Background: an optimization exercise with open tools, aiming at small area, a short achievable clock period and few clock cycles. Do not read the settings as production practice.
RTL that was checked went through simulation tests only; none was proved equivalent to the original.
The RTL of runs 1, 2 and 4 was laid out without a check of its function.
Power figures rest on the tool's default switching activity, not on a simulated workload.

## flow/run.sh

```bash
#!/bin/bash
# synth_recipe.tcl (not shown) runs the flow's synth.tcl, then flattens the netlist and writes it again
# the make line also repeats each setting of config.mk as NAME=value (left out here)
make -C /OpenROAD-flow-scripts/flow DESIGN_CONFIG=/design/flow/config.mk WORK_HOME=/design/flow/orfs CLKGATE_MAP_FILE= SYNTH_SCRIPT=/design/flow/synth_recipe.tcl finish
```

## flow/config.mk

```make
export PLATFORM = sky130hd
export DESIGN_NAME = SME
export DESIGN_NICKNAME = SME
export VERILOG_FILES = /design/flow/design.v
export SDC_FILE = /design/flow/constraint.sdc
export NUM_CORES = 4
export LEC_CHECK = 0
export CAP_MARGIN = 20
export CORE_MARGIN = 2
export CORE_UTILIZATION = 40
export SETUP_SLACK_MARGIN = 3.6
export SLEW_MARGIN = 20
```

## flow/constraint.sdc

```tcl
create_clock -name core_clock -period 6.0 [get_ports {clk}]
set_input_delay 1.2000 -clock core_clock [delete_from_list [all_inputs] [get_ports {clk}]]
set_output_delay 1.2000 -clock core_clock [all_outputs]
set_load 0.01 [all_outputs]
```

## flow/design.v

```verilog
module SME(clk,reset,chardata,isstring,ispattern,valid,match,match_index);
input clk;
input reset;
input [7:0] chardata;
input isstring;
input ispattern;
output match;
output [4:0] match_index;
output valid;
integer i;
reg [7:0] S [0:31];      
reg [7:0] pst [2:7];     
reg [4:0] off;           
reg [4:0] wp;            
reg       str_ff;        
reg       pat_ff;        
reg [3:0] jcnt;          
reg       rep;           
reg       rend;          
reg       valid_r;
reg       caret;         
reg       stopped;       
reg [31:0] c;            
reg [31:0] M;            
reg [4:0] nb;            
reg [4:0] d;             
reg [7:0] rb;            
reg       match_r;
reg [4:0] idx_r;
assign valid = valid_r;
assign match = match_r;
assign match_index = idx_r;
function [6:0] pe32;
    input [31:0] v;
    input [31:0] pb;
    reg [31:0] a, p;
    reg [4:0] ix [0:31];
    integer n, k;
    begin
        a = v; p = pb;
        for (k = 0; k < 32; k = k + 1) ix[k] = 5'd0;
        for (n = 0; n < 5; n = n + 1) begin
            for (k = 0; k < 32; k = k + 1) begin
                if (k % (2 << n) == 0) begin
                    if (!a[k]) begin
                        ix[k] = ix[k + (1 << n)];
                        p[k] = p[k + (1 << n)];
                    end
                    ix[k][n] = ~a[k];
                    a[k] = a[k] | a[k + (1 << n)];
                end
            end
        end
        pe32 = {a[0], p[0], ix[0]};
    end
endfunction
function [4:0] add5;
    input [4:0] a, b;
    reg cy;
    integer n;
    begin
        cy = 1'b0;
        for (n = 0; n < 5; n = n + 1) begin
            add5[n] = cy ? ~(a[n] ^ b[n]) : (a[n] ^ b[n]);
            cy = (a[n] ^ b[n]) ? cy : a[n];
        end
    end
endfunction
function [31:0] thermo;
    input [4:0] a;
    reg le;
    integer n, k;
    begin
        for (k = 0; k < 32; k = k + 1) begin
            le = 1'b1;                       
            for (n = 0; n < 5; n = n + 1)
                le = (a[n] == k[n]) ? le : k[n];
            thermo[k] = le;
        end
    end
endfunction
wire       pv   = ispattern | rep;
reg  [7:0] rnext;                
always @(*) begin
    case (jcnt[2:0])
        3'd1: rnext = pst[2];
        3'd2: rnext = pst[3];
        3'd3: rnext = pst[4];
        3'd4: rnext = pst[5];
        3'd5: rnext = pst[6];
        3'd6: rnext = pst[7];
        default: rnext = 8'h00;
    endcase
end
wire [7:0] src   = rep ? rb : chardata;
wire       first = (jcnt == 4'd0);
wire       isC   = rep ? (rb == 8'h5E) : (chardata == 8'h5E);
wire       zero  = rep ? (rb == 8'h00) : (chardata == 8'h00);
wire       stopc = zero & (~caret | (jcnt != 4'd1));
wire       cmpn  = ~stopped & ~stopc;       
reg [31:0] eq;
always @(*) begin
    for (i = 0; i < 32; i = i + 1) eq[i] = (S[i] == src);
end
wire [31:0] x = (first ? 32'hFFFFFFFF : c) & eq;
wire term   = pat_ff & ~ispattern;
wire repgo  = term & caret & (jcnt == 4'd1);
wire endc   = (term & ~repgo) | rend;
wire noterm = ~caret & ~stopped & jcnt[3];
wire [31:0] pr = c & {c[0], c[31:1]};
wire [6:0] pa = pe32(c & M, pr & M);
wire [6:0] pc = pe32(c, pr);
wire [4:0] ks  = pa[6] ? pa[4:0] : pc[4:0];    
wire       nxt = pa[6] ? pa[5] : pc[5];
wire found = pc[6] & ~noterm;
reg       end2;          
reg       fnd_r, nxt_r;
reg [4:0] ks_r;
wire [4:0] idx  = add5(ks_r, nb);
wire [4:0] offn = add5(ks_r, d);         
wire [31:0] T0 = thermo(off);                           
wire [31:0] T1 = T0[30] ? {T0[30:0], 1'b0} : 32'hFFFFFFFF;  
wire [4:0] slot = str_ff ? wp : off;
always @(posedge clk or posedge reset) begin
    if (reset) begin
        for (i = 0; i < 32; i = i + 1) S[i] <= 8'h00;
    end else if (isstring) begin
        for (i = 0; i < 32; i = i + 1) if (slot == i) S[i] <= chardata;
    end
end
always @(posedge clk or posedge reset) begin
    if (reset) begin
        for (i = 2; i < 8; i = i + 1) pst[i] <= 8'hFF;
    end else begin
        for (i = 2; i < 8; i = i + 1)
            if ((ispattern | term) && jcnt == i) pst[i] <= ispattern ? chardata : 8'h00;
    end
end
always @(posedge clk or posedge reset) begin
    if (reset) begin
        off <= 5'd0;
        wp <= 5'd0;
        str_ff <= 1'b0;
        pat_ff <= 1'b0;
        jcnt <= 4'd0;
        rep <= 1'b0;
        rend <= 1'b0;
        valid_r <= 1'b0;
        end2 <= 1'b0;
    end else begin
        str_ff <= isstring;
        pat_ff <= ispattern;
        if (end2 & fnd_r) off <= offn;
        wp <= slot + 5'd1;
        if (pv) jcnt <= jcnt + 4'd1;
        else if (repgo) jcnt <= 4'd1;
        else jcnt <= 4'd0;
        rep <= repgo | (rep & (jcnt != 4'd7));
        rend <= rep & (jcnt == 4'd7);
        end2 <= endc;
        valid_r <= end2;
    end
end
always @(posedge clk) begin
    if (pv) begin
        if (first) begin
            caret <= isC;
            stopped <= 1'b0;
        end else if (stopc) stopped <= 1'b1;
    end
    rb <= rep ? rnext : 8'h00;
    fnd_r <= found;
    nxt_r <= nxt;
    ks_r <= ks;
    match_r <= fnd_r & nxt_r;
    idx_r <= fnd_r ? idx : 5'd1;
end
always @(posedge clk or posedge reset) begin
    if (reset) begin
        c <= 32'd0;
        M <= 32'd0;
        nb <= 5'd0;
        d <= 5'd0;
    end else if (pv) begin
        if (first) begin
            c <= isC ? 32'hFFFFFFFF : {x[30:0], x[31]};
            M <= isC ? T0 : T1;
            nb <= isC ? 5'd2 - off : 5'd1 - off;
            d <= isC ? 5'd1 : 5'd0;
        end else if (cmpn) begin
            c <= {x[30:0], x[31]};
            M <= M[30] ? {M[30:0], 1'b0} : 32'hFFFFFFFF;
            nb <= nb - 5'd1;
            d <= d - 5'd1;
        end
    end
end
endmodule
```

==> results of run 1 <==
## area by class of cell
cell class / instances / area (um2)
tap: 748 / 936
antenna: 1 / 2.50
multi-input combinational: 1411 / 12000
clock buffer: 65 / 1300
sequential: 421 / 10500
inverter: 40 / 175
clock inverter: 16 / 145
fill: 4776 / 27600
timing repair buffer: 169 / 2250
## layer usage
metal | part of all wire, % | GRT usage [%] | up-vias
li1 | - | - | 7338
met1 | 43 | 32.3 | 8415
met2 | 47 | 39.7 | 497
met3 | 5.4 | 3.52 | 157
met4 | 4.6 | 11.1 | 0
met5 | 0 | 0 | -
## worst max-delay path, cell delays in order
cell and delay (ns):
buf_12 0.10, buf_12 0.12, buf_6 0.11, mux2i_4 0.18
buf_12 0.17, buf_12 0.14, buf_4 0.11, xnor2_1 0.05
nor4_1 0.34, o2111ai_1 0.27, a22oi_2 0.17
## power groups by stage
| stage | logic (W) | clock network (W) | registers, W |
|---|---|---|---|
| 6_report | 0.00875 | 0.00279 | 0.00553 |
| 5_1_grt | 0.00935 | 0.00296 | 0.00568 |
| 4_1_cts | 0.00813 | 0.00285 | 0.00546 |
| 3_5_place_dp | 0.00662 | 0 | 0.00548 |
| 3_3_place_gp | 0.00649 | 0 | 0.00542 |
| 2_1_floorplan | 0.00547 | 0 | 0.00490 |
## through the flow
stage / instances / util, % / setup slack (ns)
final: 2871 / 49.7 / 3.52
after global routing: 2870 / 49.7 / 3.48
after CTS: 2852 / 48.5 / 3.50
after detailed placement: 2669 / 42.0 / 1.62
after global placement: 2669 / 42.0 / 1.71
after floorplan: 2016 / - / -0.519
## cell usage in the layout, fill, tap and decap left out, types with 9 or more instances in the layout
master / netlist / final
nor3_1: 48 / 39
o2111ai_2: 0 / 16
inv_1: 37 / 34
a22o_1: 25 / 25
a211oi_1: 11 / 9
nor4_2: 0 / 23
nand3_1: 22 / 18
buf_6: 5 / 17
clkbuf_1: 82 / 12
nor4_1: 43 / 18
o21ai_1: 1 / 20
a22oi_2: 2 / 13
a21oi_2: 2 / 27
nand2_4: 0 / 9
a22oi_1: 22 / 11
nand2_1: 162 / 131
clkbuf_16: 0 / 48
xor2_1: 41 / 41
buf_16: 0 / 9
a21oi_4: 0 / 9
and3_1: 14 / 12
dfrtp_1: 350 / 342
nand2_2: 2 / 24
o2111ai_1: 33 / 17
mux2_2: 267 / 265
mux2i_4: 4 / 9
nor2_1: 72 / 65
nor2b_1: 13 / 11
buf_12: 0 / 42
xnor2_1: 240 / 239
dfstp_2: 48 / 48
dfxtp_1: 21 / 21
buf_4: 20 / 76
a21oi_1: 74 / 42
ha_1: 27 / 21
o21ai_0: 99 / 72
## worst min path at each step
| stage | to | slack, ns | depth (start not counted) |
|---|---|---|---|
| after floorplan | valid_r | 0.35 | 0 |
| final | valid_r | 0.39 | 0 |
| after global routing | valid_r | 0.41 | 0 |
| after CTS | valid_r | 0.40 | 0 |
| after detailed placement | valid_r | 0.38 | 0 |
| after global placement | valid_r | 0.39 | 0 |
## cells by family (layout without fill, tap and decap cells)
family          count (synthesis)  in the layout  share of synthesized area [%]
other cells                     0              1                              0
fa+ha+maj                      33             33                           1.79
xor+xnor                      281            281                           11.1
flops                         421            421                           47.3
mux                           289            289                           14.9
compound gates                377            380                           11.7
simple gates                  428            428                           9.38
buf+inv                       187            290                           3.86
## sequential cells by signal, summed over array words and instances (netlist names), 4 cells and up
register,flops
nb,5
jcnt,4
c,32
rb,8
idx_r,5
ks_r,5
M,32
S,256
d,5
pst,48
off,5
wp,5
## what timing repair did
| item | 4_1_cts | 5_1_grt |
|---|---|---|
| setup endpoints to repair | 392 | 287 |
| setup buffers | 84 | 17 |
| gates resized for setup | 211 | 107 |
| cloned | 18 | 1 |
| hold buffers | 0 | 0 |
| pin swaps | 36 | 55 |
==> results_dict.tcl, run 1 <==
set metrics [dict create \
    p_sw_w 0.00703 \
    syn-num-nets 2055 \
    clk_latency_ns 0.58 \
    io_buffers 18 \
    slew_violations 0 \
    yosysWarningCount 5 \
    synth_top_area_share_pct 39.5 \
    via_per_inst 5.71 \
    synth_edf_count 2 \
    final-setup-viol-count 0 \
    critPathCaptureType "flop" \
    area_delta_synth_final_pct 23.3 \
    gr-total-overflow 0 \
    p_seq_share_pct 32.4 \
    period_needed_ns 2.48 \
    path_max_fanout 5 \
    fin_area_um2 27300 \
    clk_path_buf_depth 3 \
    detail-route-antenna-nets 0 \
    num_rows 86 \
    r2r_setup_slack_ns 3.54 \
    htree_levels 2 \
    cts_buffers 47 \
    power.density_nw_per_um2 625 \
    crit_type "in -> reg" \
    fin_worst_hold_slack_ns 0.393 \
    antenna_found_initial 1 \
    clock_skew_ns 0.0104 \
    drc 0 \
    relSlewSlack_pct 41.1 \
    hpwl_um 39500 \
    worstHoldStart "end2" \
    avgRoutedWirePerCell_um 24.0 \
    drt_iter0_drc 1396 \
    startpoint "chardata[5]" \
    total_power_w 0.0171 \
    drive_gt1_share_pct 36.3 \
    hp-class "reg -> reg" \
    p_leak_nw 11.3 \
    die_x_um 239 \
    ys.flop_type "dfrtp_1" \
    ys_top_cells_by_area "dfrtp_1 (39%), mux2_2 (14%), xnor2_1 (9.5%)" \
    synth_seq_cells 421 \
    pwr-share-comb_pct 51.3 \
    finalSetupTns_ns 0 \
    first_global_vias 16800 \
    ir_drop_mv 0.285 \
    required_ns 6.51 \
    syn_inst 2016 \
    rr_startpoint "jcnt[0]" \
    cts.sinks 421 \
    period_share_pct 41.3 \
    yosysSeqAreaShare_pct 47.3 \
    core_um2 55000 \
    pin_count 19 \
    async_reset_ff_share_pct 94.5 \
    p_int_w 0.0100 \
    die-area_um2 57300 \
    syn_area_per_cell_um2 11.0 \
    timing.rr.end "c[31]" \
    placed_area_um2 23100 \
    yosysMostFrequentCell "dfrtp_1" \
    grt_pass1_wl_um 106000 \
    outcome "timing/DRC/antenna clean" \
    fmax_ghz 0.403 \
    rsz0062_at_grt "yes" \
    routabilityCongestion 0.874 \
    ys_types 90 \
    grtUsageTotal_pct 24.4 \
    crit_arrival_ns 2.99 \
    netlist_area_um2 22200 \
    yosys-top-cells-count "dfrtp_1 (350), mux2_2 (267), xnor2_1 (240)" \
    via_count 16400 \
    ctsRootBufferMaster "clkbuf_16" \
    clkPwrFrac_pct 16.3 \
    final_nets 2129 \
    worst_pin_slew_ns 0.884 \
    synth_top_area_cell "dfrtp_1" \
    clk_pin_slew_ns 0.06 \
    finalWirelength_um 69000 \
    cap_violations 0 \
    endpoint "c[31]" \
    grt_max_degree 152 \
    hold_viol_final 0 \
    cts_tree "built" \
    initial_core_util_pct 40.3 \
    p_sw_share_pct 41.2 \
    r2r_cells 11 \
    crit_path_start_kind "primary input" \
    first_pass_iters 7 \
    die_h_um 239 \
]
==> run 2: changes to the inputs <==
--- a/flow/config.mk
+++ b/flow/config.mk
@@ -7,6 +7,6 @@
 export LEC_CHECK = 0
 export CAP_MARGIN = 20
 export CORE_MARGIN = 2
-export CORE_UTILIZATION = 40
+export CORE_UTILIZATION = 60
 export SETUP_SLACK_MARGIN = 3.6
 export SLEW_MARGIN = 20
==> run 2 against run 1 <==
Compared with the run above: still clean on timing, DRC and antenna; clock power up 9.0%; routed wire length down 1.1%; register-to-register slack better by 0.02 ns; non-clock buffer count up 9; global-route usage up 11 points; combinational power up 2%.
==> results_dict.tcl, run 2 <==
set metrics [dict create \
    largestRegisters "S (256), pst (48)" \
    r2r_setup_slack_ns 3.56 \
    ys_top_cells_by_area "dfrtp_1 (39%), mux2_2 (14%), xnor2_1 (9.5%)" \
    gr-total-overflow 0 \
    finalNonFillerCells 2603 \
    drive_gt1_share_pct 35.6 \
    placed_area_um2 22700 \
    min_path_cells 0 \
    ir_drop_mv 0.349 \
    synth_top_area_share_pct 39.5 \
    synth_seq_cells 421 \
    r2r_cells 7 \
    clk_path_buf_depth 3 \
    finalWirelength_um 68200 \
    worstHoldStart "end2" \
    syn_area_per_cell_um2 11.0 \
    netlist_area_um2 22200 \
    ys_types 90 \
    fin_area_um2 27200 \
    syn_inst 2016 \
    ctsRootBufferMaster "clkbuf_16" \
    drt_iter0_drc 1479 \
    relSlewSlack_pct 36.4 \
    largest-register "S" \
    final_nets 2136 \
    clk_pin_slew_ns 0.06 \
    synth_top_area_cell "dfrtp_1" \
    cts_hold_buf 0 \
    fillers 2417 \
    largest_reg_flops 256 \
    critPathMaxStageDelay_ns 0.39 \
    grt_max_degree 171 \
    worstPathCellList "buf_2 -> buf_12 -> mux2i_4 -> buf_12 -> buf_16 -> xnor2_1 -> nor4_2 -> o2111ai_2 -> a22oi_2" \
    crit_type "in -> reg" \
    timing.rr.end "S[10][5]" \
    cts_buffers 46 \
    layout_commonest_cell "dfrtp_1" \
    outcome "timing/DRC/antenna clean" \
    total_power_w 0.0175 \
    cap_violations 0 \
    hold_viol_final 0 \
    path_max_fanout 15 \
    first_pass_iters 5 \
    period_needed_ns 2.45 \
    crit_path_start_kind "primary input" \
    htree_levels 2 \
    layout_common_cells "dfrtp_1 (337), mux2_2 (265), xnor2_1 (233), nand2_1 (142), buf_4 (79)" \
    routabilityCongestion 0.930 \
    die-area_um2 38500 \
    pin_count 19 \
    clk_latency_ns 0.60 \
    yosysWarningCount 5 \
    rsz0062_at_grt "yes" \
    critPathCaptureType "flop" \
    period_share_pct 40.9 \
    yosys-top-cells-count "dfrtp_1 (350), mux2_2 (267), xnor2_1 (240)" \
    synth_edf_count 2 \
    final-setup-viol-count 0 \
    required_ns 6.50 \
    worst_pin_slew_ns 0.953 \
    drc 0 \
    die_h_um 196 \
    avgRoutedWirePerCell_um 26.2 \
    hpwl_um 36800 \
    crit_arrival_ns 2.95 \
    via_count 16700 \
    grt_pass1_wl_um 103000 \
    async_reset_ff_share_pct 94.5 \
    crit_top_cell "buf_12" \
    whs_endpoint "valid_r" \
    grtUsageTotal_pct 35.5 \
    p_leak_nw 11.4 \
    cts_tree "built" \
    rr_startpoint "str_ff" \
    num_rows 70 \
    slew_violations 0 \
    startpoint "chardata[4]" \
    clock_skew_ns 0.0254 \
    io_buffers 18 \
    yosysMostFrequentCell "dfrtp_1" \
    core_um2 36500 \
    crit_slowest_cell "nor4_2" \
    ys.flop_type "dfrtp_1" \
    detail-route-antenna-nets 0 \
    yosysSeqAreaShare_pct 47.3 \
    antenna_found_initial 1 \
    syn-num-nets 2055 \
    die_x_um 196 \
    power.density_nw_per_um2 645 \
    initial_core_util_pct 60.7 \
    area_delta_synth_final_pct 22.4 \
    fmax_ghz 0.408 \
    hp-class "reg -> reg" \
    cts.sinks 421 \
    via_per_inst 6.41 \
    first_global_vias 16500 \
    placed_cells 2385 \
]
run 2: layout make-up:
cell class              count  area [um2]  area share (%)
clock buffers              76        1490            5.48
repair buffers            178        2400            8.85
multi-input cells        1410       11800            43.6
diodes                      2        5.00          0.0184
inverters                  40         173           0.636
flip-flops and latches    421       10500            38.8
well taps                 468         586            2.16
clock inverters             8         138           0.507
run 2: per-stage QoR:
stage	hold WS [ns]	utilization, %	TNS, ns	setup slack (ns)
2_1_floorplan	0.354	-	-181.51	-0.519
3_3_place_gp	0.378	62.1	0	1.85
3_5_place_dp	0.391	62.1	0	1.76
4_1_cts	0.403	71.9	0	3.57
5_1_grt	0.420	74.3	0	3.49
6_report	0.405	74.3	0	3.55
run 2: worst max-delay path, delay by kind of cell:
kind / cells / cell delay (ns)
compound gates: 2 / 0.42
xor+xnor: 1 / 0.11
buf+inv: 4 / 0.64
mux: 1 / 0.17
simple gates: 1 / 0.39
run 2: cells by family (layout without fill, tap and decap cells):
kind of cell	Yosys count	count (layout)	synth area share [%]
mux	289	289	14.9
compound gates	377	379	11.7
xor+xnor	281	281	11.1
other cells	0	2	0
simple gates	428	428	9.38
flops	421	421	47.3
buf+inv	187	302	3.86
fa+ha+maj	33	33	1.79
run 2: worst max-delay path by stage:
stage	endpoint	depth (start not counted)
3_5_place_dp	c[3]	7
6_report	c[21]	9
2_1_floorplan	M[0]	1
3_3_place_gp	c[3]	7
5_1_grt	c[21]	9
4_1_cts	c[29]	9
run 2: metal layers:
layer / track usage (%) / routed length [um]
met3: 4.90 / 5300
met4: 16.4 / 3900
met1: 50.1 / 28400
met2: 54.8 / 30700
met5: 0 / 0
run 2: what timing repair did:
item | in CTS | in global routing
endpoints found under the hold margin | 0 | 0
endpoints found under the setup margin | 391 | 269
pin swaps | 24 | 50
gates cloned | 19 | 4
setup buffers | 77 | 32
resized for setup | 174 | 116
run 2: report_power, final:
| group | switching, W | internal [W] | total, W |
|---|---|---|---|
| clock network | 0.00121 | 0.00183 | 0.00304 |
| registers | 0.00134 | 0.00420 | 0.00553 |
| logic | 0.00452 | 0.00442 | 0.00894 |
| total | 0.00706 | 0.0104 | 0.0175 |
==> run 3: changes to the inputs <==
--- a/flow/design.v
+++ b/flow/design.v
@@ -21,9 +21,7 @@
 reg       caret;         
 reg       stopped;       
 reg [31:0] c;            
-reg [31:0] M;            
-reg [4:0] nb;            
-reg [4:0] d;             
+reg [4:0] b;             
 reg [7:0] rb;            
 reg       match_r;
 reg [4:0] idx_r;
@@ -107,6 +105,7 @@
 wire repgo  = term & caret & (jcnt == 4'd1);
 wire endc   = (term & ~repgo) | rend;
 wire noterm = ~caret & ~stopped & jcnt[3];
+wire [31:0] M  = thermo(b);                
 wire [31:0] pr = c & {c[0], c[31:1]};
 wire [6:0] pa = pe32(c & M, pr & M);
 wire [6:0] pc = pe32(c, pr);
@@ -116,10 +115,8 @@
 reg       end2;          
 reg       fnd_r, nxt_r;
 reg [4:0] ks_r;
-wire [4:0] idx  = add5(ks_r, nb);
-wire [4:0] offn = add5(ks_r, d);         
-wire [31:0] T0 = thermo(off);                           
-wire [31:0] T1 = T0[30] ? {T0[30:0], 1'b0} : 32'hFFFFFFFF;  
+wire [4:0] idx  = add5(ks_r, 5'd2 - b);   
+wire [4:0] offn = add5(idx, off - 5'd1);   
 wire [4:0] slot = str_ff ? wp : off;
 always @(posedge clk or posedge reset) begin
     if (reset) begin
@@ -178,20 +175,14 @@
 always @(posedge clk or posedge reset) begin
     if (reset) begin
         c <= 32'd0;
-        M <= 32'd0;
-        nb <= 5'd0;
-        d <= 5'd0;
+        b <= 5'd0;
     end else if (pv) begin
         if (first) begin
             c <= isC ? 32'hFFFFFFFF : {x[30:0], x[31]};
-            M <= isC ? T0 : T1;
-            nb <= isC ? 5'd2 - off : 5'd1 - off;
-            d <= isC ? 5'd1 : 5'd0;
+            b <= isC ? off : off + 5'd1;
         end else if (cmpn) begin
             c <= {x[30:0], x[31]};
-            M <= M[30] ? {M[30:0], 1'b0} : 32'hFFFFFFFF;
-            nb <= nb - 5'd1;
-            d <= d - 5'd1;
+            b <= b + 5'd1;
         end
     end
 end
==> run 3 against run 2 <==
Compared with the run above: critical path depth is 1 higher; sequential power decreased by 7.6%; cell area decreased by 9.7%; non-clock buffer count is 1 lower; via count is 11% lower; combinational power down 9.8%; worst hold slack got worse by 0.018 ns; sequential share of layout area up 0.39 points; largest power group unchanged; highest routed layer unchanged.
==> results_dict.tcl, run 3 <==
set metrics [dict create \
    yosysMostFrequentCell "dfrtp_1" \
    final-setup-viol-count 0 \
    finalSetupTns_ns 0 \
    via_count 14900 \
    seqCellArea_um2 9600 \
    worst_pin_slew_ns 0.776 \
    syn_area_per_cell_um2 11.3 \
    worstSetupPathDepth 10 \
    p_int_w 0.00931 \
    p_sw_w 0.00643 \
    initial_core_util_pct 61.1 \
    outcome "timing/DRC/antenna clean" \
    cts_tree "built" \
    crit_arrival_ns 3.02 \
    antenna_found_initial 0 \
    num_rows 66 \
    yosysWarningCount 5 \
    first_pass_iters 6 \
    largest-register "S" \
    clk_path_buf_depth 3 \
    finalNonFillerCells 2352 \
    via_per_inst 6.35 \
    min_path_cells 0 \
    ctsRootBufferMaster "clkbuf_16" \
    cts_buffers 42 \
    yosys-top-cells-count "dfrtp_1 (313), mux2_2 (265), xor2_1 (188)" \
    area_delta_synth_final_pct 23.1 \
    die-area_um2 34700 \
    period_needed_ns 2.59 \
    clkPwrFrac_pct 16.3 \
    detail-route-antenna-nets 0 \
    slew_violations 0 \
    syn-num-nets 1799 \
    startpoint "b[0]" \
    cts_hold_buf 0 \
    grt_pass1_wl_um 89900 \
    cap_violations 0 \
    post-place-ws_ns 1.63 \
    synth_top_area_share_pct 39.3 \
    clk_latency_ns 0.56 \
    netlist_area_um2 19900 \
    htree_levels 2 \
    critPathCaptureType "flop" \
    worstHoldStart "end2" \
    drc 0 \
    fillers 2125 \
    gr-total-overflow 0 \
    routabilityCongestion 0.929 \
    power.density_nw_per_um2 642 \
    syn_inst 1766 \
    pwr-share-comb_pct 51.2 \
    finalWirelength_um 62100 \
    relSlewSlack_pct 48.2 \
    final_nets 1911 \
    crit_family "simple AND/OR/NAND/NOR gates" \
    fmax_ghz 0.386 \
    layout_common_cells "dfrtp_1 (300), mux2_2 (264), xor2_1 (181), buf_4 (100), nand2_1 (91)" \
    synth_edf_count 2 \
    crit_type "reg -> reg" \
    core_um2 32600 \
    io_buffers 18 \
    diodes 0 \
    p_leak_nw 10.5 \
    layout_commonest_cell "dfrtp_1" \
    grt_max_degree 138 \
    first_global_vias 14500 \
    r2r_cells 10 \
    critPathMaxStageDelay_ns 0.56 \
    largest_reg_flops 256 \
    cp_num_buf_inv 1 \
    p_seq_share_pct 32.5 \
    ys_top_cells_by_area "dfrtp_1 (39%), mux2_2 (15%), xor2_1 (8.3%)" \
    multiInputGateArea_um2 10700 \
    rsz0062_at_grt "yes" \
    avgRoutedWirePerCell_um 26.4 \
    async_reset_ff_share_pct 94.0 \
    total_power_w 0.0157 \
    grtUsageTotal_pct 35.1 \
    hp-class "reg -> reg" \
    ys_types 84 \
    required_ns 6.43 \
    pin_count 19 \
    synth_top_area_cell "dfrtp_1" \
    ys.flop_type "dfrtp_1" \
    path_max_fanout 4 \
    cts.sinks 384 \
    period_share_pct 43.2 \
    die_x_um 186 \
    placed_cells 2136 \
    largestRegisters "S (256), pst (48), c (32)" \
    hold_viol_final 0 \
    crit_slowest_cell "or4b_4" \
    synth_seq_cells 384 \
    rr_startpoint "b[0]" \
    hpwl_um 34300 \
    crit_path_start_kind "flop" \
    die_h_um 186 \
    clock_skew_ns 0.0222 \
    worst_slack_ns 3.41 \
    drt_iter0_drc 1376 \
    yosysSeqAreaShare_pct 48.1 \
    clk_pin_slew_ns 0.06 \
    worstPathCellList "inv_2 -> ha_4 -> or3b_4 -> a21oi_4 -> or2_4 -> or4b_4 -> nor3_4 -> o21ai_2 -> a311oi_2 -> nor3_1" \
    p_sw_share_pct 40.8 \
    ir_drop_mv 0.485 \
    drive_gt1_share_pct 37.8 \
]
## run 3: final timing paths
check	end	slack (ns)
setup / recovery	ks_r[0]	3.41
hold / removal	valid_r	0.39
setup reg to reg	ks_r[0]	3.41
hold reg to reg	valid_r	0.39
max in group asynchronous	S[7][6]	3.84
min in group asynchronous	c[28]	1.10
## run 3: kinds of logic after synthesis
kind of cell	Yosys count	share of synthesized area [%]
compound gates	296	10.2
xor+xnor	285	12.5
fa+ha+maj	25	1.54
buf+inv	151	3.29
flops	384	48.1
mux	279	15.8
simple gates	346	8.59
## run 3: area by class of cell
type / instances / share of cell area (%)
Inverter: 39 / 0.633
Multi-Input combinational cell: 1233 / 43.5
Clock buffer: 64 / 5.08
Clock inverter: 12 / 0.449
Sequential cell: 384 / 39.1
Tap cell: 442 / 2.26
Timing Repair inverter: 1 / 0.0204
Timing Repair Buffer: 177 / 8.96
## run 3: power by group through the flow
stage	Clock [W]	Sequential [W]	Combinational [W]
after detailed placement	0	0.00509	0.00603
after global routing	0.00270	0.00524	0.00855
after global placement	0	0.00505	0.00593
final	0.00256	0.00511	0.00806
after CTS	0.00257	0.00506	0.00727
after floorplan	0	0.00452	0.00508
## run 3: timing repair
item                                   CTS  global route
setup endpoints to repair              486           384
pin swaps                               37            50
endpoints found under the hold margin    0             0
resized for setup                      182            96
setup buffers                           79            46
gates cloned                             9             6
## run 3: routing by layer
| layer | track usage [%] | vias to the layer above | wire, um |
|---|---|---|---|
| met5 | 0 | - | 0 |
| met4 | 12.9 | 0 | 2950 |
| met3 | 5.96 | 187 | 4240 |
| met2 | 55.9 | 614 | 28800 |
| met1 | 48.6 | 7646 | 26200 |
| li1 | - | 6488 | - |
## run 3: metrics by stage
stage               area, um2  hold WS (ns)  utilization [%]
floorplan               20300         0.354                -
global placement        20500         0.361             62.8
detailed placement      20500         0.372             62.8
CTS                     23600         0.384             72.3
global route            24500         0.403             75.2
finish                  24500         0.387             75.2
Testbench counts of run 3, summed over its fixed seeds: cycles 3,383.
==> run 4: changes to the inputs <==
--- a/flow/design.v
+++ b/flow/design.v
@@ -28,28 +28,34 @@
 assign valid = valid_r;
 assign match = match_r;
 assign match_index = idx_r;
-function [6:0] pe32;
-    input [31:0] v;
-    input [31:0] pb;
-    reg [31:0] a, p;
-    reg [4:0] ix [0:31];
+function [6:0] pe8;
+    input [7:0] v;
+    input [23:0] pl;
+    reg [7:0] a;
+    reg [5:0] q [0:7];       
     integer n, k;
     begin
-        a = v; p = pb;
-        for (k = 0; k < 32; k = k + 1) ix[k] = 5'd0;
-        for (n = 0; n < 5; n = n + 1) begin
-            for (k = 0; k < 32; k = k + 1) begin
+        a = v;
+        for (k = 0; k < 8; k = k + 1) q[k] = {3'd0, pl[3*k +: 3]};
+        for (n = 0; n < 3; n = n + 1) begin
+            for (k = 0; k < 8; k = k + 1) begin
                 if (k % (2 << n) == 0) begin
-                    if (!a[k]) begin
-                        ix[k] = ix[k + (1 << n)];
-                        p[k] = p[k + (1 << n)];
-                    end
-                    ix[k][n] = ~a[k];
+                    if (!a[k]) q[k] = q[k + (1 << n)];
+                    q[k][3 + n] = ~a[k];
                     a[k] = a[k] | a[k + (1 << n)];
                 end
             end
         end
-        pe32 = {a[0], p[0], ix[0]};
+        pe8 = {a[0], q[0]};
+    end
+endfunction
+function [3:0] pe4;
+    input [3:0] v;
+    input [3:0] pb;
+    begin
+        pe4[3]   = |v;
+        pe4[2:1] = v[0] ? 2'd0 : v[1] ? 2'd1 : v[2] ? 2'd2 : 2'd3;
+        pe4[0]   = v[0] ? pb[0] : v[1] ? pb[1] : v[2] ? pb[2] : pb[3];
     end
 endfunction
 function [4:0] add5;
@@ -105,18 +111,32 @@
 wire repgo  = term & caret & (jcnt == 4'd1);
 wire endc   = (term & ~repgo) | rend;
 wire noterm = ~caret & ~stopped & jcnt[3];
-wire [31:0] M  = thermo(b);                
 wire [31:0] pr = c & {c[0], c[31:1]};
-wire [6:0] pa = pe32(c & M, pr & M);
-wire [6:0] pc = pe32(c, pr);
-wire [4:0] ks  = pa[6] ? pa[4:0] : pc[4:0];    
-wire       nxt = pa[6] ? pa[5] : pc[5];
+wire [3:0]  ml = {1'b1, b[1:0] != 2'd3, ~b[1], b[1:0] == 2'd0};   
+reg  [7:0]  anyU, anyA;
+reg  [23:0] plU, plA;
+reg  [3:0]  gu, gm;
+always @(*) begin
+    for (i = 0; i < 8; i = i + 1) begin
+        gu = pe4(c[4*i +: 4], pr[4*i +: 4]);
+        gm = pe4(c[4*i +: 4] & ml, pr[4*i +: 4]);
+        anyU[i] = gu[3];
+        plU[3*i +: 3] = gu[2:0];
+        anyA[i] = (i > b[4:2]) ? gu[3] : (i == b[4:2]) ? gm[3] : 1'b0;
+        plA[3*i +: 3] = (i == b[4:2]) ? gm[2:0] : gu[2:0];
+    end
+end
+wire [6:0] pa = pe8(anyA, plA);
+wire [6:0] pc = pe8(anyU, plU);
+wire [4:0] ks  = pa[6] ? {pa[5:3], pa[2:1]} : {pc[5:3], pc[2:1]};   
+wire       nxt = pa[6] ? pa[0] : pc[0];
 wire found = pc[6] & ~noterm;
 reg       end2;          
 reg       fnd_r, nxt_r;
 reg [4:0] ks_r;
-wire [4:0] idx  = add5(ks_r, 5'd2 - b);   
-wire [4:0] offn = add5(idx, off - 5'd1);   
+reg  [4:0] nb_r, d_r;
+wire [4:0] idx  = add5(ks_r, nb_r);     
+wire [4:0] offn = add5(ks_r, d_r);      
 wire [4:0] slot = str_ff ? wp : off;
 always @(posedge clk or posedge reset) begin
     if (reset) begin
@@ -169,6 +189,8 @@
     fnd_r <= found;
     nxt_r <= nxt;
     ks_r <= ks;
+    nb_r <= 5'd2 - b;
+    d_r <= off - b + 5'd1;
     match_r <= fnd_r & nxt_r;
     idx_r <= fnd_r ? idx : 5'd1;
 end
==> run 4 against run 3 <==
Compared with the run above: cell count up 1.1%; critical path type unchanged; sequential power rose by 2%; cell area is 0.43% lower; combinational power decreased by 4.7%; highest routed layer unchanged; global-route usage down 2.1 points; via count increased by 0.42%.
==> results_dict.tcl, run 4 <==
set metrics [dict create \
    clk_latency_ns 0.57 \
    diodes 0 \
    grt_pass1_wl_um 90000 \
    critPathCaptureType "flop" \
    die_x_um 190 \
    avgRoutedWirePerCell_um 25.3 \
    fin_area_um2 24400 \
    ys_types 88 \
    die_h_um 190 \
    routabilityCongestion 0.906 \
    syn_area_per_cell_um2 11.1 \
    fmax_ghz 0.406 \
    yosysWarningCount 5 \
    period_needed_ns 2.46 \
    core_um2 33700 \
    ir_drop_mv 0.397 \
    fillers 2384 \
    yosysSeqAreaShare_pct 47.3 \
    required_ns 6.44 \
    startpoint "b[1]" \
    cap_violations 0 \
    crit_type "reg -> reg" \
    drive_gt1_share_pct 33.8 \
    synth_top_area_share_pct 37.9 \
    largest_reg_flops 256 \
    p_leak_nw 10.1 \
    drc 0 \
    worstHoldStart "end2" \
    initial_core_util_pct 61.3 \
    finalSetupTns_ns 0 \
    total_power_w 0.0156 \
    gr-total-overflow 0 \
    path_max_fanout 12 \
    antenna_found_initial 0 \
    post-place-ws_ns 1.89 \
    clk_path_buf_depth 3 \
    syn_inst 1862 \
    via_per_inst 6.30 \
    async_reset_ff_share_pct 91.6 \
    die-area_um2 35900 \
    final_nets 1935 \
    detail-route-antenna-nets 0 \
    num_rows 67 \
    synth_top_area_cell "dfrtp_1" \
    via_count 15000 \
    power.density_nw_per_um2 638 \
    rr_startpoint "b[1]" \
    relSlewSlack_pct 47.4 \
    hp-class "reg -> reg" \
    hold_viol_final 0 \
    first_global_vias 15100 \
    crit_arrival_ns 2.90 \
    finalWirelength_um 60300 \
    ctsRootBufferMaster "clkbuf_16" \
    synth_seq_cells 394 \
    rsz0062_at_grt "yes" \
    ys_top_cells_by_area "dfrtp_1 (38%), mux2_2 (14%), xnor2_1 (8.5%)" \
    htree_levels 2 \
    synth_edf_count 2 \
    yosysMostFrequentCell "dfrtp_1" \
    period_share_pct 41.0 \
    worst_pin_slew_ns 0.789 \
    syn-num-nets 1898 \
    outcome "timing/DRC/antenna clean" \
    placed_area_um2 21200 \
    yosys-top-cells-count "dfrtp_1 (313), mux2_2 (265), xnor2_1 (200)" \
    layout_commonest_cell "dfrtp_1" \
    first_pass_iters 8 \
    layout_common_cells "dfrtp_1 (298), mux2_2 (265), xnor2_1 (199), nand2_1 (104), nor2_1 (77)" \
    io_buffers 18 \
    cts.sinks 394 \
    cts_hold_buf 0 \
    clock_skew_ns 0.0114 \
    netlist_area_um2 20700 \
    crit_path_start_kind "flop" \
    clk_pin_slew_ns 0.06 \
    area_delta_synth_final_pct 18.2 \
    grtUsageTotal_pct 33.0 \
    worst_slack_ns 3.54 \
    drt_iter0_drc 1351 \
    largest-register "S" \
    largestRegisters "S (256), pst (48), c (32)" \
    final-setup-viol-count 0 \
    fin_worst_hold_slack_ns 0.431 \
    cts_tree "built" \
    grt_max_degree 151 \
    cts_buffers 42 \
    pin_count 19 \
    slew_violations 0 \
    hpwl_um 33900 \
    ys.flop_type "dfrtp_1" \
]
## run 4: cell types whose count changed after synthesis, sizes merged, moves of 11 or more
cell / previous run / this run
xor2: 188 / 66
xnor2: 97 / 200
nor2: 75 / 109
o22a: 32 / 4
a21oi: 51 / 78
nor2b: 9 / 26
nand3: 43 / 27
nor3: 19 / 35
a22o: 1 / 16
o21ai: 89 / 74
buf: 41 / 52
## run 4: cell type report
| class | count | area, um2 | area share (%) |
|---|---|---|---|
| Clock inverter | 15 | 198 | 0.810 |
| Inverter | 39 | 154 | 0.630 |
| Multi-Input combinational cell | 1303 | 10900 | 44.6 |
| Tap cell | 448 | 561 | 2.30 |
| Sequential cell | 394 | 9800 | 40.1 |
| Timing Repair Buffer | 119 | 1570 | 6.41 |
| Clock buffer | 61 | 1240 | 5.06 |
## run 4: logic make-up (layout without fill, tap and decap cells)
family	after synthesis	count (layout)	share of synthesized area, %
xor+xnor	266	266	11.3
buf+inv	166	234	3.61
fa+ha+maj	30	30	1.78
flops	394	394	47.3
simple gates	414	414	10.1
compound gates	310	311	10.3
mux	282	282	15.5
## run 4: what timing repair did
action | CTS | global route
pin swaps | 22 | 11
resized for setup | 170 | 46
gates cloned | 7 | 7
setup buffers | 40 | 23
setup endpoints to repair | 404 | 314
## run 4: per-layer routing
layer	share of wire (%)	global-route usage (%)
met1	43	46.3
met2	46	52.6
met3	6.6	5.13
met4	4.2	11.6
met5	0	0
## run 4: worst paths after layout
path	depth (start not counted)	slack, ns	end
setup / recovery	11	3.54	nxt_r
hold / removal	0	0.43	valid_r
setup reg to reg	11	3.54	nxt_r
hold reg to reg	0	0.43	valid_r
max in group asynchronous	3	3.70	c[24]
min in group asynchronous	2	1.11	off[2]
## run 4: where the power goes
group	switching, W	internal, W
clock	0.00108	0.00161
sequential	0.00127	0.00392
combinational	0.00392	0.00376
## run 4: metrics by stage
stage	utilization (%)	instances
finish	72.4	2379
global route	72.4	2379
CTS	70.8	2349
detailed placement	62.9	2226
global placement	62.9	2226
floorplan	-	1862
## run 4: worst max-delay path, stage by stage (launching register included)
cell and delay [ns]:
dfrtp_2 0.40, buf_8 0.12, clkinvlp_4 0.11, ha_4 0.20, buf_12 0.15, and2_4 0.17
o41ai_4 0.27, o21ai_2 0.15, nor3_4 0.28, o221ai_2 0.14, a31oi_1 0.21, o32ai_2 0.12
==> run 5: changes to the inputs <==
--- a/flow/design.v
+++ b/flow/design.v
@@ -101,12 +101,12 @@
 wire       isC   = rep ? (rb == 8'h5E) : (chardata == 8'h5E);
 wire       zero  = rep ? (rb == 8'h00) : (chardata == 8'h00);
 wire       stopc = zero & (~caret | (jcnt != 4'd1));
-wire       cmpn  = ~stopped & ~stopc;       
+wire       skip  = first ? isC : (stopped | stopc);
 reg [31:0] eq;
 always @(*) begin
     for (i = 0; i < 32; i = i + 1) eq[i] = (S[i] == src);
 end
-wire [31:0] x = (first ? 32'hFFFFFFFF : c) & eq;
+wire [31:0] x = (first ? 32'hFFFFFFFF : c) & (eq | {32{skip}});
 wire term   = pat_ff & ~ispattern;
 wire repgo  = term & caret & (jcnt == 4'd1);
 wire endc   = (term & ~repgo) | rend;
@@ -199,13 +199,8 @@
         c <= 32'd0;
         b <= 5'd0;
     end else if (pv) begin
-        if (first) begin
-            c <= isC ? 32'hFFFFFFFF : {x[30:0], x[31]};
-            b <= isC ? off : off + 5'd1;
-        end else if (cmpn) begin
-            c <= {x[30:0], x[31]};
-            b <= b + 5'd1;
-        end
+        c <= {x[30:0], x[31]};
+        b <= first ? (isC ? off : off + 5'd1) : b + 5'd1;
     end
 end
 endmodule
==> run 5 against run 4 <==
Compared with the run above: worst setup slack gained 0.032 ns; sequential power shrank 3%; core utilization shrank 0.46 points; power shrank 2.6%; global-route usage is essentially flat; fmax grew 1.3%; cell area shrank 0.64%; clock skew grew 0.00085 ns; critical path type is now in -> reg; cell count shrank 0.34%; area after synthesis shrank 0.13%; clock power shrank 3%; still clean; first-iteration DRC count grew 12%.
==> results_dict.tcl, run 5 <==
set metrics [dict create \
    initial_core_util_pct 61.2 \
    finalNonFillerCells 2371 \
    crit_type "in -> reg" \
    routabilityCongestion 0.875 \
    first_pass_iters 5 \
    largest_reg_flops 256 \
    min_path_cells 0 \
    clk_latency_ns 0.58 \
    rr_startpoint "b[1]" \
    drt_iter0_drc 1510 \
    drc 0 \
    required_ns 6.45 \
    slew_violations 0 \
    layout_commonest_cell "dfrtp_1" \
    p_int_w 0.00912 \
    synth_top_area_share_pct 38.0 \
    pin_count 19 \
    die-area_um2 35900 \
    gr-total-overflow 0 \
    relSlewSlack_pct 53.4 \
    async_reset_ff_share_pct 91.6 \
    rsz0062_at_grt "yes" \
    cap_violations 0 \
    ctsRootBufferMaster "clkbuf_16" \
    timing.rr.end "ks_r[0]" \
    clock_skew_ns 0.0122 \
    crit_path_start_kind "primary input" \
    critPathCaptureType "flop" \
    netlist_area_um2 20600 \
    p_sw_w 0.00603 \
    first_global_vias 14900 \
    p_leak_nw 9.76 \
    syn-num-nets 1896 \
    grtUsageTotal_pct 33.0 \
    antenna_found_initial 0 \
    yosysMostFrequentCell "dfrtp_1" \
    p_sw_share_pct 39.8 \
    worst_slack_ns 3.57 \
    core_um2 33700 \
    r2r_setup_slack_ns 3.58 \
    ys_types 84 \
    htree_levels 2 \
    avgRoutedWirePerCell_um 25.0 \
    syn_inst 1860 \
    outcome "timing/DRC/antenna clean" \
    die_x_um 189 \
    diodes 0 \
    yosysWarningCount 5 \
    period_share_pct 40.5 \
    hpwl_um 34800 \
    detail-route-antenna-nets 0 \
    synth_top_area_cell "dfrtp_1" \
    die_h_um 189 \
    power.density_nw_per_um2 625 \
    clkPwrFrac_pct 17.2 \
    period_needed_ns 2.43 \
    pwr-share-comb_pct 49.5 \
    cts.sinks 394 \
    synth_edf_count 2 \
    final-setup-viol-count 0 \
    final_nets 1929 \
    cts_hold_buf 0 \
    num_rows 67 \
    r2r_cells 11 \
    fin_worst_hold_slack_ns 0.379 \
    yosys-top-cells-count "dfrtp_1 (313), xnor2_1 (278), mux2_2 (267)" \
    syn_area_per_cell_um2 11.1 \
    worst_pin_slew_ns 0.696 \
    hp-class "reg -> reg" \
    fmax_ghz 0.412 \
    post-place-ws_ns 1.78 \
    cts_buffers 43 \
    cts_tree "built" \
    largestRegisters "S (256), pst (48), c (32)" \
    clk_pin_slew_ns 0.06 \
    grt_pass1_wl_um 90700 \
    crit_arrival_ns 2.88 \
    ys.flop_type "dfrtp_1" \
    io_buffers 18 \
    via_count 15000 \
    placed_cells 2224 \
    layout_common_cells "dfrtp_1 (297), xnor2_1 (278), mux2_2 (267), nand2_1 (111), o21ai_0 (107)" \
    whs_endpoint "valid_r" \
    drive_gt1_share_pct 33.9 \
    clk_path_buf_depth 3 \
    ir_drop_mv 0.324 \
    yosysSeqAreaShare_pct 47.4 \
    grt_max_degree 132 \
    path_max_fanout 8 \
    p_seq_share_pct 33.3 \
    worstHoldStart "end2" \
    synth_seq_cells 394 \
    hold_viol_final 0 \
    largest-register "S" \
    area_delta_synth_final_pct 17.5 \
    ys_top_cells_by_area "dfrtp_1 (38%), mux2_2 (15%), xnor2_1 (12%)" \
    total_power_w 0.0152 \
    finalWirelength_um 59200 \
    via_per_inst 6.31 \
]
## run 5: cell count changes in the layout (fill, tap and decap cells not counted), sizes merged, moves of 25 or more
cell   before  now
nor3       35   10
nor2      109   66
xnor2     200  278
xor2       66    8
o21ai      74  130
nor4       36   76
## run 5: routing by layer
layer / wire length, um / GRT usage, % / vias up
met1: 26100 / 47.1 / 7675
li1: - / - / 6627
met3: 3560 / 4.86 / 134
met2: 27400 / 51.3 / 521
met5: 0 / 0 / -
met4: 2140 / 12.5 / 0
## run 5: layout make-up
| class | instances | area [um2] |
|---|---|---|
| Timing Repair inverter | 1 | 5.00 |
| Clock buffer | 60 | 1220 |
| Sequential cell | 394 | 9800 |
| Timing Repair Buffer | 111 | 1470 |
| Clock inverter | 15 | 139 |
| Multi-Input combinational cell | 1301 | 10900 |
| Fill cell | 2400 | 9450 |
| Inverter | 41 | 161 |
| Tap cell | 448 | 561 |
## run 5: cells by family (layout without fill, tap and decap cells)
family | after synthesis | after routing | synth area share, %
muxes | 282 | 282 | 15.6
and+or+nand+nor | 366 | 367 | 9.38
buffers and inverters | 166 | 228 | 3.47
adders and majority gates | 30 | 30 | 1.78
DFF | 394 | 394 | 47.4
AOI/OAI and AO/OA | 336 | 336 | 10.3
xor gates and xnor gates | 286 | 286 | 12.1
## run 5: what timing repair did
item                       in CTS  in global routing
setup endpoints to repair     343                172
pin swaps                      17                 27
gates cloned                    3                  9
resized for setup             150                 78
buffers inserted               32                 28
## run 5: how the worst max path moves through the flow
stage           startpoint        to
6_report          isstring   S[3][6]
3_3_place_gp   chardata[1]     c[23]
4_1_cts               b[1]     nxt_r
3_5_place_dp   chardata[1]     c[30]
5_1_grt             str_ff  S[31][2]
2_1_floorplan        reset   S[0][0]
## run 5: per-stage QoR
| step | util [%] | setup TNS, ns | cell area, um2 |
|---|---|---|---|
| 5_1_grt | 72.0 | 0 | 24300 |
| 4_1_cts | 69.7 | 0 | 23500 |
| 3_5_place_dp | 62.8 | 0 | 21200 |
| 6_report | 72.0 | 0 | 24300 |
| 3_3_place_gp | 62.8 | 0 | 21200 |
| 2_1_floorplan | - | -0.338 | 21000 |
## run 5: worst max-delay path, stage by stage
cell	delay [ns]
dlygate4sd2_1	0.35
and2_1	0.32
nand2_1	0.29
nor2_4	0.34
mux2_2	0.38
## run 5: power groups by stage
stage / registers, W / clock network, W / logic, W
finish: 0.00504 / 0.00261 / 0.00750
global route: 0.00518 / 0.00275 / 0.00807
CTS: 0.00499 / 0.00264 / 0.00683
detailed placement: 0.00504 / 0 / 0.00616
global placement: 0.00500 / 0 / 0.00607
floorplan: 0.00454 / 0 / 0.00516
Testbench counts of run 5, summed over its fixed seeds: cycles 3,383.
==> run 6: changes to the inputs <==
--- a/flow/config.mk
+++ b/flow/config.mk
@@ -8,5 +8,5 @@
 export CAP_MARGIN = 20
 export CORE_MARGIN = 2
 export CORE_UTILIZATION = 60
-export SETUP_SLACK_MARGIN = 3.6
+export SETUP_SLACK_MARGIN = 3.3
 export SLEW_MARGIN = 20
==> run 6 against run 5 <==
Compared with the run above: cell area decreased by 5.9%; die area unchanged; sequential power about the same; sequential share of layout area increased by 2.5 points; register-to-register slack got worse by 0.29 ns; global-route usage decreased by 1.0 points; area after synthesis unchanged; worst hold slack improved by 0.017 ns; worst setup slack got worse by 0.40 ns; critical path type unchanged; largest power group unchanged.
==> results_dict.tcl, run 6 <==
set metrics [dict create \
    outcome "timing/DRC/antenna clean" \
    critPathCaptureType "flop" \
    critPathMaxStageDelay_ns 0.61 \
    syn-num-nets 1896 \
    p_sw_w 0.00551 \
    drc 0 \
    yosysWarningCount 5 \
    power.density_nw_per_um2 610 \
    hp-class "reg -> reg" \
    largestRegisters "S (256), pst (48), c (32)" \
    period_share_pct 47.1 \
    finalWirelength_um 55700 \
    first_pass_iters 5 \
    r2r_setup_slack_ns 3.29 \
    cts_hold_buf 0 \
    slew_violations 0 \
    async_reset_ff_share_pct 91.6 \
    rr_startpoint "str_ff" \
    die_h_um 189 \
    cts_buffers 42 \
    hold_viol_final 0 \
    layout_common_cells "dfrtp_1 (308), xnor2_1 (278), mux2_2 (267), nand2_1 (115), o21ai_0 (111)" \
    clk_path_buf_depth 3 \
    synth_edf_count 2 \
    post-route-util_pct 67.7 \
    antenna_found_initial 0 \
    required_ns 6.44 \
    via_count 14600 \
    yosysSeqAreaShare_pct 47.4 \
    p_sw_share_pct 39.6 \
    final_nets 1867 \
    crit_family "simple AND/OR/NAND/NOR gates" \
    cts.sinks 394 \
    gr-total-overflow 0 \
    ys_top_cells_by_area "dfrtp_1 (38%), mux2_2 (15%), xnor2_1 (12%)" \
    layout_commonest_cell "dfrtp_1" \
    p_int_w 0.00841 \
    timing.rr.end "S[11][0]" \
    rsz0062_at_grt "yes" \
    core_um2 33700 \
    num_rows 67 \
    syn_area_per_cell_um2 11.1 \
    largest_reg_flops 256 \
    die-area_um2 35900 \
    worst_pin_slew_ns 1.04 \
    crit_arrival_ns 3.27 \
    yosys-top-cells-count "dfrtp_1 (313), xnor2_1 (278), mux2_2 (267)" \
    crit_slowest_cell "clkdlybuf4s50_1" \
    hpwl_um 34300 \
    grt_max_degree 122 \
    synth_top_area_cell "dfrtp_1" \
    area_delta_synth_final_pct 10.6 \
    min_path_cells 0 \
    worstPathCellList "clkdlybuf4s50_1 -> and2_1 -> nand2_1 -> nor2_4 -> mux2_2" \
    clkPwrFrac_pct 17.9 \
    fmax_ghz 0.354 \
    die_x_um 189 \
    io_buffers 18 \
    htree_levels 2 \
    ys.flop_type "dfrtp_1" \
    initial_core_util_pct 61.2 \
    total_power_w 0.0139 \
    ctsRootBufferMaster "clkbuf_16" \
    crit_path_start_kind "primary input" \
    clk_latency_ns 0.57 \
    detail-route-antenna-nets 0 \
    first_global_vias 14800 \
    netlist_area_um2 20600 \
    highest_layer "met4" \
    clk_pin_slew_ns 0.06 \
    ir_drop_mv 0.407 \
    cap_violations 0 \
    ys_types 84 \
    crit_type "in -> reg" \
    cts_tree "built" \
    grt_pass1_wl_um 88000 \
    drt_iter0_drc 1120 \
    worstSetupPathDepth 5 \
    synth_seq_cells 394 \
    worstHoldStart "end2" \
    p_seq_share_pct 36.0 \
    diodes 0 \
    via_per_inst 6.30 \
    whs_endpoint "valid_r" \
    syn_inst 1860 \
    met2_length_um 26100 \
    r2r_cells 4 \
    largest-register "S" \
    path_max_fanout 8 \
    routabilityCongestion 0.948 \
    p_leak_nw 9.19 \
    pin_count 19 \
    grtUsageTotal_pct 32.0 \
    relSlewSlack_pct 30.8 \
    pwr-share-comb_pct 46.1 \
    drive_gt1_share_pct 27.2 \
    final-setup-viol-count 0 \
    cp_num_buf_inv 1 \
    synth_top_area_share_pct 38.0 \
    period_needed_ns 2.83 \
    met1_length_um 24500 \
    wl_met3_um 3480 \
    avgRoutedWirePerCell_um 24.1 \
    clock_skew_ns 0.0160 \
    yosysMostFrequentCell "dfrtp_1" \
]
run 6: cell counts after synthesis:
Identical to the previous run, type by type.
run 6: cell families after synthesis:
logic type | share of synthesized area, %
AO/OA/AOI/OAI | 10.3
buffers and inverters | 3.47
XOR/XNOR | 12.1
flip-flops | 47.4
AND/OR/NAND/NOR | 9.38
multiplexers | 15.6
adder cells (fa/ha/maj) | 1.78
run 6: routing by layer:
layer / vias up / global-route usage (%)
met5: - / 0
met4: 0 / 10.2
met3: 107 / 4.62
met2: 536 / 51.1
met1: 7429 / 45.3
li1: 6492 / -
run 6: final cells by class:
cell class,count,area [um2]
Fill cell,2619,10900
Sequential cell,394,9780
Timing Repair Buffer,51,519
Inverter,41,161
Clock buffer,69,1270
Multi-Input combinational cell,1301,10500
Clock inverter,6,33.8
Tap cell,448,561
run 6: per-stage QoR:
stage          TNS, ns  worst slack, ns  hold slack [ns]  instances  instance area, um2
6_report             0             3.17            0.396       2310               22800
5_1_grt              0             3.13            0.412       2310               22800
4_1_cts              0             3.20            0.409       2304               22500
3_5_place_dp         0             1.94            0.396       2223               21000
3_3_place_gp         0             2.11            0.401       2223               21000
2_1_floorplan   -0.338         -0.00108            0.354       1860               20600
run 6: repair_timing:
item | in CTS | in global routing
gates resized for setup | 37 | 53
buffers inserted | 5 | 6
endpoints found under the hold margin | 0 | 0
cloned | 1 | 0
pin swaps | 2 | 8
setup endpoints to repair | 242 | 264
run 6: worst register-to-register path, stage by stage, from the launching register on:
cell and delay (ns):
dfrtp_1 0.54, mux2i_2 0.43, nand2b_1 0.63, nor2_2 0.59
mux2_2 0.39
run 6: how the worst max path moves through the flow:
stage,from,to,slack (ns)
2_1_floorplan,reset,S[0][0],-0.001
3_3_place_gp,chardata[3],c[2],2.11
3_5_place_dp,chardata[3],c[5],1.94
4_1_cts,isstring,S[1][5],3.20
5_1_grt,isstring,S[13][1],3.13
6_report,isstring,S[13][5],3.17
run 6: power by group through the flow:
stage / clock network, W / registers, W / logic (W)
2_1_floorplan: 0 / 0.00454 / 0.00490
3_3_place_gp: 0 / 0.00498 / 0.00586
3_5_place_dp: 0 / 0.00502 / 0.00596
4_1_cts: 0.00253 / 0.00498 / 0.00622
5_1_grt: 0.00265 / 0.00515 / 0.00699
6_report: 0.00249 / 0.00501 / 0.00642
==> run 7: changes to the inputs <==
--- a/flow/config.mk
+++ b/flow/config.mk
@@ -8,5 +8,8 @@
 export CAP_MARGIN = 20
 export CORE_MARGIN = 2
 export CORE_UTILIZATION = 60
-export SETUP_SLACK_MARGIN = 3.3
+export CTS_BUF_LIST = sky130_fd_sc_hd__clkbuf_8 sky130_fd_sc_hd__clkbuf_16
+export CTS_CLUSTER_DIAMETER = 80
+export CTS_CLUSTER_SIZE = 30
+export SETUP_SLACK_MARGIN = 3.6
 export SLEW_MARGIN = 20
==> run 7 against run 6 <==
Compared with the run above: power increased by 1.8%; worst hold slack got worse by 0.0026 ns; critical path depth is 5 higher; clock power is 22% lower; via count rose by 0.28%; sequential power about the same; critical endpoint is now nxt_r; still clean; synthesized cell count unchanged; routed wire length up 3.8%.
==> results_dict.tcl, run 7 <==
set metrics [dict create \
    hold_viol_final 0 \
    drt_iter0_drc 1394 \
    slew_violations 0 \
    gr-total-overflow 0 \
    critPathCaptureType "flop" \
    async_reset_ff_share_pct 91.6 \
    post-place-ws_ns 1.78 \
    period_needed_ns 2.48 \
    grtUsageTotal_pct 32.2 \
    synth_seq_cells 394 \
    r2r_cells 10 \
    clk_pin_slew_ns 0.11 \
    cap_violations 0 \
    netlist_area_um2 20600 \
    worst_pin_slew_ns 0.760 \
    p_leak_nw 9.34 \
    worst_slack_ns 3.52 \
    clk_latency_ns 0.59 \
    r2r_setup_slack_ns 3.52 \
    cp_num_buf_inv 2 \
    grt_max_degree 132 \
    fmax_ghz 0.404 \
    path_max_fanout 5 \
    htree_levels 1 \
    ir_drop_mv 0.374 \
    worstPathCellList "clkinvlp_4 -> ha_4 -> buf_12 -> and2_4 -> a2111o_1 -> a21oi_4 -> nor2b_4 -> and3_4 -> o21ai_2 -> a32oi_1" \
    syn_area_per_cell_um2 11.1 \
    yosysWarningCount 5 \
    ys_types 84 \
    syn-num-nets 1896 \
    power.density_nw_per_um2 605 \
    cts_tree "built" \
    ys.flop_type "dfrtp_1" \
    outcome "timing/DRC/antenna clean" \
    rr_startpoint "b[1]" \
    synth_top_area_share_pct 38.0 \
    clk_path_buf_depth 3 \
    yosysSeqAreaShare_pct 47.4 \
    required_ns 6.47 \
    crit_arrival_ns 2.94 \
    layout_commonest_cell "dfrtp_1" \
    final-setup-viol-count 0 \
    first_global_vias 14700 \
    p_sw_w 0.00588 \
    largest_reg_flops 256 \
    endpoint "nxt_r" \
    p_sw_share_pct 41.5 \
    layout_common_cells "dfrtp_1 (300), xnor2_1 (278), mux2_2 (267), nand2_1 (111), o21ai_0 (107)" \
    avgRoutedWirePerCell_um 25.0 \
    clkPwrFrac_pct 13.6 \
    via_per_inst 6.31 \
    largestRegisters "S (256), pst (48), c (32)" \
    period_share_pct 41.3 \
    synth_top_area_cell "dfrtp_1" \
    ctsRootBufferMaster "clkbuf_16" \
    drive_gt1_share_pct 32.1 \
    diodes 0 \
    hpwl_um 34800 \
    p_seq_share_pct 35.5 \
    core_um2 33700 \
    p_int_w 0.00829 \
    yosysMostFrequentCell "dfrtp_1" \
    detail-route-antenna-nets 0 \
    worstSetupPathDepth 10 \
    io_buffers 18 \
    pwr-share-comb_pct 50.9 \
    final_nets 1885 \
    die_h_um 189 \
    first_pass_iters 6 \
    routabilityCongestion 0.875 \
    pin_count 19 \
    finalWirelength_um 57800 \
    fin_worst_hold_slack_ns 0.393 \
    antenna_found_initial 1 \
    crit_type "reg -> reg" \
    synth_edf_count 2 \
    clock_skew_ns 0.0411 \
    crit_family "compound AO/OA/AOI/OAI gates" \
    crit_path_start_kind "flop" \
    critPathMaxStageDelay_ns 0.46 \
    drc 0 \
    crit_slowest_cell "dfrtp_4" \
    num_rows 67 \
    rsz0062_at_grt "yes" \
    initial_core_util_pct 61.2 \
    ys_top_cells_by_area "dfrtp_1 (38%), mux2_2 (15%), xnor2_1 (12%)" \
    fillers 2479 \
    cts_hold_buf 0 \
    syn_inst 1860 \
    die-area_um2 35900 \
    cts.sinks 394 \
    cts_buffers 22 \
    grt_pass1_wl_um 89200 \
    via_count 14600 \
    startpoint "b[1]" \
    largest-register "S" \
    relSlewSlack_pct 49.1 \
    area_delta_synth_final_pct 13.4 \
    die_x_um 189 \
    yosys-top-cells-count "dfrtp_1 (313), xnor2_1 (278), mux2_2 (267)" \
    timing.rr.end "nxt_r" \
    hp-class "reg -> reg" \
]
[run 7: logic make-up after synthesis]
family	synth area share, %
AND/OR/NAND/NOR	9.38
XOR/XNOR	12.1
adder cells (fa/ha/maj)	1.78
buffers and inverters	3.47
AO/OA/AOI/OAI	10.3
flip-flops	47.4
multiplexers	15.6
[run 7: timing repair]
| item | 4_1_cts | 5_1_grt |
|---|---|---|
| endpoints found under the hold margin | 0 | 0 |
| endpoints found under the setup margin | 343 | 175 |
| cloned | 3 | 5 |
| pin swaps | 19 | 21 |
| setup buffers | 29 | 12 |
| resized for setup | 149 | 61 |
[run 7: through the flow]
stage	cells	util, %	setup TNS [ns]	power [W]	area [um2]
after floorplan	1860	-	-0.338	0.00971	21000
after global placement	2224	62.8	0	0.0111	21200
after detailed placement	2224	62.8	0	0.0112	21200
after CTS	2296	68.1	0	0.0137	22900
after global routing	2313	69.4	0	0.0150	23400
final	2313	69.4	0	0.0142	23400
[run 7: worst min-delay path by stage]
stage / from / endpoint / slack [ns] / cells after the start
floorplan: end2 / valid_r / 0.35 / 0
global placement: end2 / valid_r / 0.36 / 0
detailed placement: end2 / valid_r / 0.37 / 0
CTS: end2 / valid_r / 0.40 / 0
global route: end2 / valid_r / 0.43 / 0
finish: end2 / valid_r / 0.39 / 0
[run 7: layout make-up]
| type | instances | area [um2] | area share [%] |
|---|---|---|---|
| Multi-Input combinational cell | 1301 | 10800 | 46.3 |
| Clock inverter | 16 | 263 | 1.12 |
| Tap cell | 448 | 561 | 2.40 |
| Inverter | 41 | 161 | 0.690 |
| Timing Repair inverter | 1 | 5.00 | 0.0214 |
| Sequential cell | 394 | 9790 | 41.8 |
| Clock buffer | 24 | 589 | 2.52 |
| Timing Repair Buffer | 88 | 1190 | 5.11 |
[run 7: metal layers]
layer / global-route usage [%] / up-vias / share of wire (%)
met3: 5.34 / 120 / 6.3
met2: 50.8 / 504 / 46
met5: 0 / - / 0.022
met4: 11.4 / 2 / 3.6
met1: 45.4 / 7448 / 44
li1: - / 6531 / -
[run 7: power by group through the flow]
stage / combinational (W) / clock, W / sequential, W
6_report: 0.00721 / 0.00193 / 0.00503
4_1_cts: 0.00680 / 0.00196 / 0.00498
3_3_place_gp: 0.00607 / 0 / 0.00500
3_5_place_dp: 0.00616 / 0 / 0.00504
2_1_floorplan: 0.00516 / 0 / 0.00454
5_1_grt: 0.00777 / 0.00205 / 0.00517
==> run 8: changes to the inputs <==
--- a/flow/config.mk
+++ b/flow/config.mk
@@ -9,7 +9,7 @@
 export CORE_MARGIN = 2
 export CORE_UTILIZATION = 60
 export CTS_BUF_LIST = sky130_fd_sc_hd__clkbuf_8 sky130_fd_sc_hd__clkbuf_16
-export CTS_CLUSTER_DIAMETER = 80
-export CTS_CLUSTER_SIZE = 30
-export SETUP_SLACK_MARGIN = 3.6
+export CTS_CLUSTER_DIAMETER = 60
+export CTS_CLUSTER_SIZE = 20
+export SETUP_SLACK_MARGIN = 3.8
 export SLEW_MARGIN = 20
==> run 8 against run 7 <==
Compared with the run above: sequential share of layout area fell by 3.6 points; core utilization rose by 6.5 points; critical path type unchanged; fmax rose by 5.3%; synthesized cell count did not move; via count rose by 7.8%; cell area rose by 9.4%; cell count rose by 4.9%; global-route usage rose by 4.4 points; first-iteration DRC count rose by 27%; routed wire length rose by 16%; clock skew fell by 0.018 ns; highest routed layer is now met4; register-to-register slack improved by 0.13 ns; still clean.
==> results_dict.tcl, run 8 <==
set metrics [dict create \
    outcome "timing/DRC/antenna clean" \
    async_reset_ff_share_pct 91.6 \
    crit_path_start_kind "flop" \
    grt_max_degree 141 \
    synthAdderAreaFrac_pct 1.78 \
    worstHoldStart "end2" \
    hpwl_um 34200 \
    synth_top_family_by_area "multiplexers" \
    pin_count 19 \
    rr_startpoint "b[1]" \
    yosysMostFrequentCell "dfrtp_1" \
    area_delta_synth_final_pct 24.1 \
    first_pass_iters 7 \
    layout_common_cells "dfrtp_1 (295), xnor2_1 (277), mux2_2 (259), nand2_1 (104), o21ai_0 (102)" \
    final-setup-viol-count 0 \
    p_sw_share_pct 41.4 \
    grt_pass1_wl_um 98800 \
    r2r_setup_slack_ns 3.65 \
    relSlewSlack_pct 55.1 \
    finalWirelength_um 67000 \
    period_share_pct 39.2 \
    r2r_cells 10 \
    ctsRootBufferMaster "clkbuf_16" \
    drt_iter0_drc 1766 \
    largest-register "S" \
    drive_gt1_share_pct 40.1 \
    post-route-util_pct 76.0 \
    timing.rr.end "ks_r[1]" \
    period_needed_ns 2.35 \
    placed_cells 2226 \
    fmax_ghz 0.425 \
    htree_levels 2 \
    clk_pin_slew_ns 0.07 \
    path_max_fanout 4 \
    p_int_w 0.00954 \
    ys.flop_type "dfrtp_1" \
    hold_viol_final 0 \
    largestRegisters "S (256), pst (48), c (32)" \
    crit_type "reg -> reg" \
    clk_latency_ns 0.55 \
    hp-class "reg -> reg" \
    crit_top_cell "buf_12" \
    finalSetupTns_ns 0 \
    via_per_inst 6.49 \
    cp_num_buf_inv 3 \
    syn-num-nets 1896 \
    p_seq_share_pct 30.9 \
    post-place-ws_ns 1.93 \
    core_um2 33700 \
]
==> run 8: cell count changes in the layout (fill, tap and decap cells not counted), moves of 7 or more <==
cell,previous run,this run
nor4_1,61,23
mux2_4,0,8
mux2_2,267,259
nand2_1,111,104
clkbuf_16,26,40
nor4_2,14,48
dlygate4sd2_1,7,0
buf_4,33,90
buf_16,2,12
buf_2,1,9
nand2_4,1,11
buf_12,25,45
==> run 8: final cells by class <==
class | instances | area, um2
Timing Repair Buffer | 182 | 2490
Fill cell | 2192 | 8090
Inverter | 41 | 170
Multi-Input combinational cell | 1301 | 11400
Clock buffer | 37 | 903
Sequential cell | 394 | 9800
Tap cell | 448 | 561
Clock inverter | 24 | 258
==> run 8: cells by family (layout without fill, tap and decap cells) <==
kind of cell | Yosys count | after routing
buf+inv | 166 | 284
xor+xnor | 286 | 286
fa+ha+maj | 30 | 30
flops | 394 | 394
compound gates | 336 | 336
mux | 282 | 282
simple gates | 366 | 367
==> run 8: how the worst max path moves through the flow <==
stage / cells past startpoint / end / from / slack [ns]
after global placement: 8 / c[23] / chardata[3] / 2.00
after CTS: 12 / ks_r[1] / b[1] / 3.68
after global routing: 10 / ks_r[1] / b[1] / 3.60
final: 10 / ks_r[1] / b[1] / 3.65
after detailed placement: 8 / c[20] / chardata[3] / 1.93
after floorplan: 1 / S[0][0] / reset / -0.001
==> run 8: timing repair <==
| item | CTS | global route |
|---|---|---|
| setup buffers | 65 | 51 |
| endpoints found under the setup margin | 365 | 359 |
| pin swaps | 46 | 38 |
| cloned | 19 | 5 |
| resized for setup | 243 | 79 |
==> run 8: power by group through the flow <==
stage,Combinational [W],Sequential (W),Clock (W)
6_report,0.00891,0.00503,0.00234
5_1_grt,0.00940,0.00515,0.00247
4_1_cts,0.00808,0.00497,0.00237
3_5_place_dp,0.00637,0.00499,0
3_3_place_gp,0.00627,0.00495,0
2_1_floorplan,0.00530,0.00454,0
==> run 8: per-stage QoR <==
| stage | hold slack [ns] | instance area [um2] |
|---|---|---|
| after floorplan | 0.354 | 21300 |
| after global placement | 0.362 | 21500 |
| after detailed placement | 0.368 | 21500 |
| after CTS | 0.383 | 24700 |
| after global routing | 0.400 | 25600 |
| final | 0.383 | 25600 |
==> run 8: layer usage <==
| metal | routed length, um | GRT usage (%) | share of wire, % | up-vias |
|---|---|---|---|---|
| met3 | 5960 | 6.43 | 8.9 | 193 |
| met1 | 27700 | 51.7 | 41 | 7987 |
| li1 | - | - | - | 6763 |
| met5 | 0 | 0 | 0 | - |
| met4 | 3220 | 15.9 | 4.8 | 0 |
| met2 | 30200 | 56.1 | 45 | 799 |

Re-timed with assumed drivers on the ports (clkbuf_16 on the clock, buf_2 on other inputs), run 8 has 3.649 ns of setup slack against 3.649 ns with ideal ports, and 3.086 ns once port delays also move by the mid clock arrival of 0.597 ns.
